Background: an optimization exercise with open tools, aiming at small area and a short achievable clock period. Do not read the settings as production practice.
In this exercise RTL edits were held to simulation tests only and were not proved equivalent to the original.
The clock port is modelled as an ideal driver, which makes a skipped or thinned clock tree look cheaper than it is; a real chip needs a root buffer or a tree.
No activity file was given, so power comes from the tool's default toggle rates.

run A:
// SPI_Wrapper
module SPI_Wrapper (
    input  wire CLK,
    input  wire rst_n,
    input  wire SS_n,
    input  wire MOSI,
    output wire MISO
);
For scale: about 3,100 cells after synthesis, ~2,200 flip-flops, roughly 5 I/O pins, about 0.051 sq mm of cells after synthesis.
Settings: LEC_CHECK=0, CAP_MARGIN=40, CORE_MARGIN=2, CORE_UTILIZATION=40, SETUP_SLACK_MARGIN=2.3, SLEW_MARGIN=40; clock period 4.0 ns.
standard.sh (not shown) runs the stock make flow with config.mk's settings and CLKGATE_MAP_FILE= SYNTH_SCRIPT=/design/flow/synth_recipe.tcl, a recipe that flattens the netlist after the stock synthesis.
==> flow/flow/run.sh <==
#!/bin/bash
# The standard layout, with the clock tree built by flow/cts_hook.tcl.
set -euo pipefail
W=$(pwd)
bash standard.sh PRE_CTS_TCL="$W/flow/cts_hook.tcl" finish > "$W/orfs_make.log" 2>&1
==> flow/flow/cts_hook.tcl <==
# Runs before ORFS's CTS step: builds a two-level clock tree (the clock port
# drives 4 buf_16, each driving a quarter of the leaf buffers, each leaf
# buffer a buf_12 driving a compact cluster of flip-flops), then stands in for
# clock_tree_synthesis so the rest of cts.tcl (legalisation, repair) runs as usual.
source [file join [file dirname [info script]] mytree.tcl]
set ::mytree_leafn 30
set ::mytree_nmid 4
set ::mytree_leaf_cell sky130_fd_sc_hd__buf_12
set ::mytree_mid_cell sky130_fd_sc_hd__buf_16
mytree_build
proc clock_tree_synthesis {args} {
  puts "clock_tree_synthesis: tree built by cts_hook.tcl"
  set_propagated_clock [all_clocks]
}
==> flow/flow/mytree.tcl <==
# Two-level clock tree: the clock port drives NMID mid buffers, each driving
# leaf buffers; each leaf buffer drives a compact cluster of about LEAFN flops.
proc mytree_build {} {
  set block [ord::get_db_block]
  set db [ord::get_db]
  set lib_master [$db findMaster $::mytree_mid_cell]
  set leaf_master [$db findMaster $::mytree_leaf_cell]
  set clknet [$block findNet CLK]
  set pts {}
  foreach it [$clknet getITerms] {
    set inst [$it getInst]
    set bb [$inst getBBox]
    set x [expr {([$bb xMin] + [$bb xMax]) / 2}]
    set y [expr {([$bb yMin] + [$bb yMax]) / 2}]
    lappend pts [list $x $y $it]
  }
  set n [llength $pts]
  set k [expr {int(ceil(double($n) / $::mytree_leafn))}]
  set bands [expr {max(1, int(round(sqrt($k))))}]
  set pts [lsort -integer -index 1 $pts]
  # split into bands with a whole number of clusters each
  set clusters {}
  set start 0
  for {set b 0} {$b < $bands} {incr b} {
    set kb [expr {($k * ($b + 1)) / $bands - ($k * $b) / $bands}]
    set cnt [expr {(($n * (($k * ($b + 1)) / $bands)) / $k) - $start}]
    if {$b == $bands - 1} { set cnt [expr {$n - $start}] }
    set band [lsort -integer -index 0 [lrange $pts $start [expr {$start + $cnt - 1}]]]
    set start [expr {$start + $cnt}]
    set bn [llength $band]
    set s 0
    for {set c 0} {$c < $kb} {incr c} {
      set e [expr {($bn * ($c + 1)) / $kb}]
      lappend clusters [lrange $band $s [expr {$e - 1}]]
      set s $e
    }
  }
  # leaf buffers
  set leaves {}
  set i 0
  foreach cl $clusters {
    set sx 0; set sy 0
    foreach p $cl { set sx [expr {$sx + [lindex $p 0]}]; set sy [expr {$sy + [lindex $p 1]}] }
    set cx [expr {$sx / [llength $cl]}]; set cy [expr {$sy / [llength $cl]}]
    set inst [odb::dbInst_create $block $leaf_master "ctsleaf_$i"]
    $inst setLocation $cx $cy
    $inst setPlacementStatus PLACED
    set net [odb::dbNet_create $block "clknet_leaf_$i"]
    $net setSigType CLOCK
    [$inst findITerm X] connect $net
    foreach p $cl {
      set it [lindex $p 2]
      $it disconnect
      $it connect $net
    }
    lappend leaves [list $cx $cy $inst]
    incr i
  }
  # mid buffers: split leaves into NMID groups (by x halves then y halves)
  set groups [list $leaves]
  set axis 0
  while {[llength $groups] < $::mytree_nmid} {
    set ng {}
    foreach g $groups {
      set g [lsort -integer -index $axis $g]
      set h [expr {[llength $g] / 2}]
      lappend ng [lrange $g 0 [expr {$h - 1}]] [lrange $g $h end]
    }
    set groups $ng
    set axis [expr {1 - $axis}]
  }
  set j 0
  foreach g $groups {
    set sx 0; set sy 0
    foreach p $g { set sx [expr {$sx + [lindex $p 0]}]; set sy [expr {$sy + [lindex $p 1]}] }
    set cx [expr {$sx / [llength $g]}]; set cy [expr {$sy / [llength $g]}]
    set inst [odb::dbInst_create $block $lib_master "ctsmid_$j"]
    $inst setLocation $cx $cy
    $inst setPlacementStatus PLACED
    set net [odb::dbNet_create $block "clknet_mid_$j"]
    $net setSigType CLOCK
    [$inst findITerm X] connect $net
    foreach p $g { [[lindex $p 2] findITerm A] connect $net }
    [$inst findITerm A] connect $clknet
    incr j
  }
  $clknet setSigType CLOCK
  puts "mytree: $n sinks, [llength $clusters] leaves, $j mids"
}
### run A -> run B
Settings: SETUP_SLACK_MARGIN now 2.2, was 2.3; PLACE_DENSITY now 0.75, previously not set; ABC_AREA now 1, previously not set; CORE_UTILIZATION now 65, was 40.
--- a/flow/flow/cts_hook.tcl
+++ b/flow/flow/cts_hook.tcl
@@ -2,2 +2,2 @@
-# drives 4 buf_16, each driving a quarter of the leaf buffers, each leaf
-# buffer a buf_12 driving a compact cluster of flip-flops), then stands in for
+# drives 4 clkbuf_16, each driving a quarter of the leaf buffers, each leaf
+# driving a compact cluster of flip-flops), then stands in for
@@ -6 +6 @@
-set ::mytree_leafn 30
+set ::mytree_leafn 16
@@ -8,2 +8 @@
-set ::mytree_leaf_cell sky130_fd_sc_hd__buf_12
-set ::mytree_mid_cell sky130_fd_sc_hd__buf_16
+set ::mytree_leaf_cell sky130_fd_sc_hd__clkbuf_8
--- a/flow/flow/mytree.tcl
+++ b/flow/flow/mytree.tcl
@@ -6 +6 @@
-  set lib_master [$db findMaster $::mytree_mid_cell]
+  set lib_master [$db findMaster sky130_fd_sc_hd__clkbuf_16]
--- outcome ---
- Both conditions hold for run B: the flow ran to the end and the final layout passed the timing, DRC and antenna checks.
- Run B ended up with a higher total via count after detailed routing than run A did.
- Higher wire length of the first global-routing pass among run B and run A: run B
- When run B is set beside run A, its die area turns out to be 39% smaller.
#### Input delta (run C over run B)
Settings: ABC_AREA removed (was 1).
--- a/flow/flow/cts_hook.tcl
+++ b/flow/flow/cts_hook.tcl
@@ -6 +6 @@
-set ::mytree_leafn 16
+set ::mytree_leafn 30
@@ -8 +8 @@
-set ::mytree_leaf_cell sky130_fd_sc_hd__clkbuf_8
+set ::mytree_leaf_cell sky130_fd_sc_hd__clkbuf_16
- Worst setup slack after layout on run C is ahead of run B.
- met5 as the highest metal layer with signal wires was reported by run C, and met4 by run B.
- Power share of the clock group delta for run C relative to run B: 0.5 points higher
- When run C is measured against run B, its number of standard cells after synthesis turns out 307 lower.
The inputs of run D differ from those of run C as listed below.
Settings: a change of SETUP_SLACK_MARGIN from 2.2 to 2.3; a change of CORE_UTILIZATION from 65 to 40; a deleted PLACE_DENSITY that had been 0.75.
--- a/flow/flow/cts_hook.tcl
+++ b/flow/flow/cts_hook.tcl
@@ -8 +8 @@
-set ::mytree_leaf_cell sky130_fd_sc_hd__clkbuf_16
+set ::mytree_leaf_cell sky130_fd_sc_hd__buf_16
--- a/flow/flow/mytree.tcl
+++ b/flow/flow/mytree.tcl
@@ -6 +6 @@
-  set lib_master [$db findMaster sky130_fd_sc_hd__clkbuf_16]
+  set lib_master [$db findMaster $::mytree_leaf_cell]
Notes after the runs:
Floorplan row count (higher): run D
Relative to run C, placement-stage worst setup slack has decreased by 0.12 ns in run D.
Measured against each other, run C and run D differ in final cycle utilization of the critical path, the higher figure coming from run D.
Cell area power density of run D exceeds that of run C slightly.
From run C to run D the numbers moved as follows: floorplan die height has increased; data arrival time of the critical path has increased; worst endpoint required time has remained practically unchanged.
Input changes introduced in run E (baseline for comparison: run D):
Settings: a change of SETUP_SLACK_MARGIN from 2.3 to 2.6.
--- a/flow/flow/cts_hook.tcl
+++ b/flow/flow/cts_hook.tcl
@@ -8 +8 @@
-set ::mytree_leaf_cell sky130_fd_sc_hd__buf_16
+set ::mytree_leaf_cell sky130_fd_sc_hd__clkbuf_16
--- a/flow/flow/mytree.tcl
+++ b/flow/flow/mytree.tcl
@@ -6 +6 @@
-  set lib_master [$db findMaster $::mytree_leaf_cell]
+  set lib_master [$db findMaster sky130_fd_sc_hd__clkbuf_16]
Notes after the runs:
- No stage failed in run E, and the final checks on the layout all came back clean.
- Diff run E..run D | path length in cells of the critical path | unchanged
- Going from run D to run E, post-detailed-route via-to-cell ratio did not really move; total wire length increased 3500 um; total global routing track utilization grew by 0.39 points; total instance count after detailed placement ~0 delta.
- Run E vs run D — total power dropped by a few percent
- Looking at final design area excluding fillers across run E and run D, the one that comes out lower is run D.
- Comparing run E against run D, there is no change at all in setup total negative slack.
In every run of this note, the design's own scripts or RTL, not TritonCTS, make the clock network.

==> static timing again, ports no longer ideal <==
No port has a modelled driver above. Below, the same layouts with a new extraction and two added sets of constraints. Step 1 (the two cells are an assumption about what drives the block):
set clk [get_ports {CLK}]
set_driving_cell -lib_cell sky130_fd_sc_hd__clkbuf_16 $clk
set_driving_cell -lib_cell sky130_fd_sc_hd__buf_2 [delete_from_list [all_inputs] $clk]
Step 2 also shifts input and output timing later by t, the mid clock arrival at the registers, as if the neighbouring blocks saw the same clock. Three values: ideal, step 1, step 2; two values: the first two.
run	t, ns	setup slack, ns	worst hold slack (ns)	worst setup path at the end	latest minus earliest clock arrival (ns)
run A	0.638	2.193 / 2.031 / 1.993	0.324 / 0.324 / 0.324	input to register	0.026 / 0.026
run B	0.680	2.096 / 1.955 / 2.243	0.297 / 0.297 / 0.297	register to register	0.048 / 0.048
run C	0.650	2.141 / 2.003 / 1.962	0.317 / 0.317 / 0.317	input to register	0.033 / 0.032
run D	0.702	2.125 / 1.961 / 2.002	0.310 / 0.310 / 0.310	input to register	0.034 / 0.034
run E	0.661	2.106 / 1.960 / 2.223	0.196 / 0.160 / 0.309	input to register	0.045 / 0.045
After both steps setup and hold are still met in every run listed. For run A, which loses most, drivers alone change the setup slack by -0.162 ns; drivers and shift together by -0.200 ns.
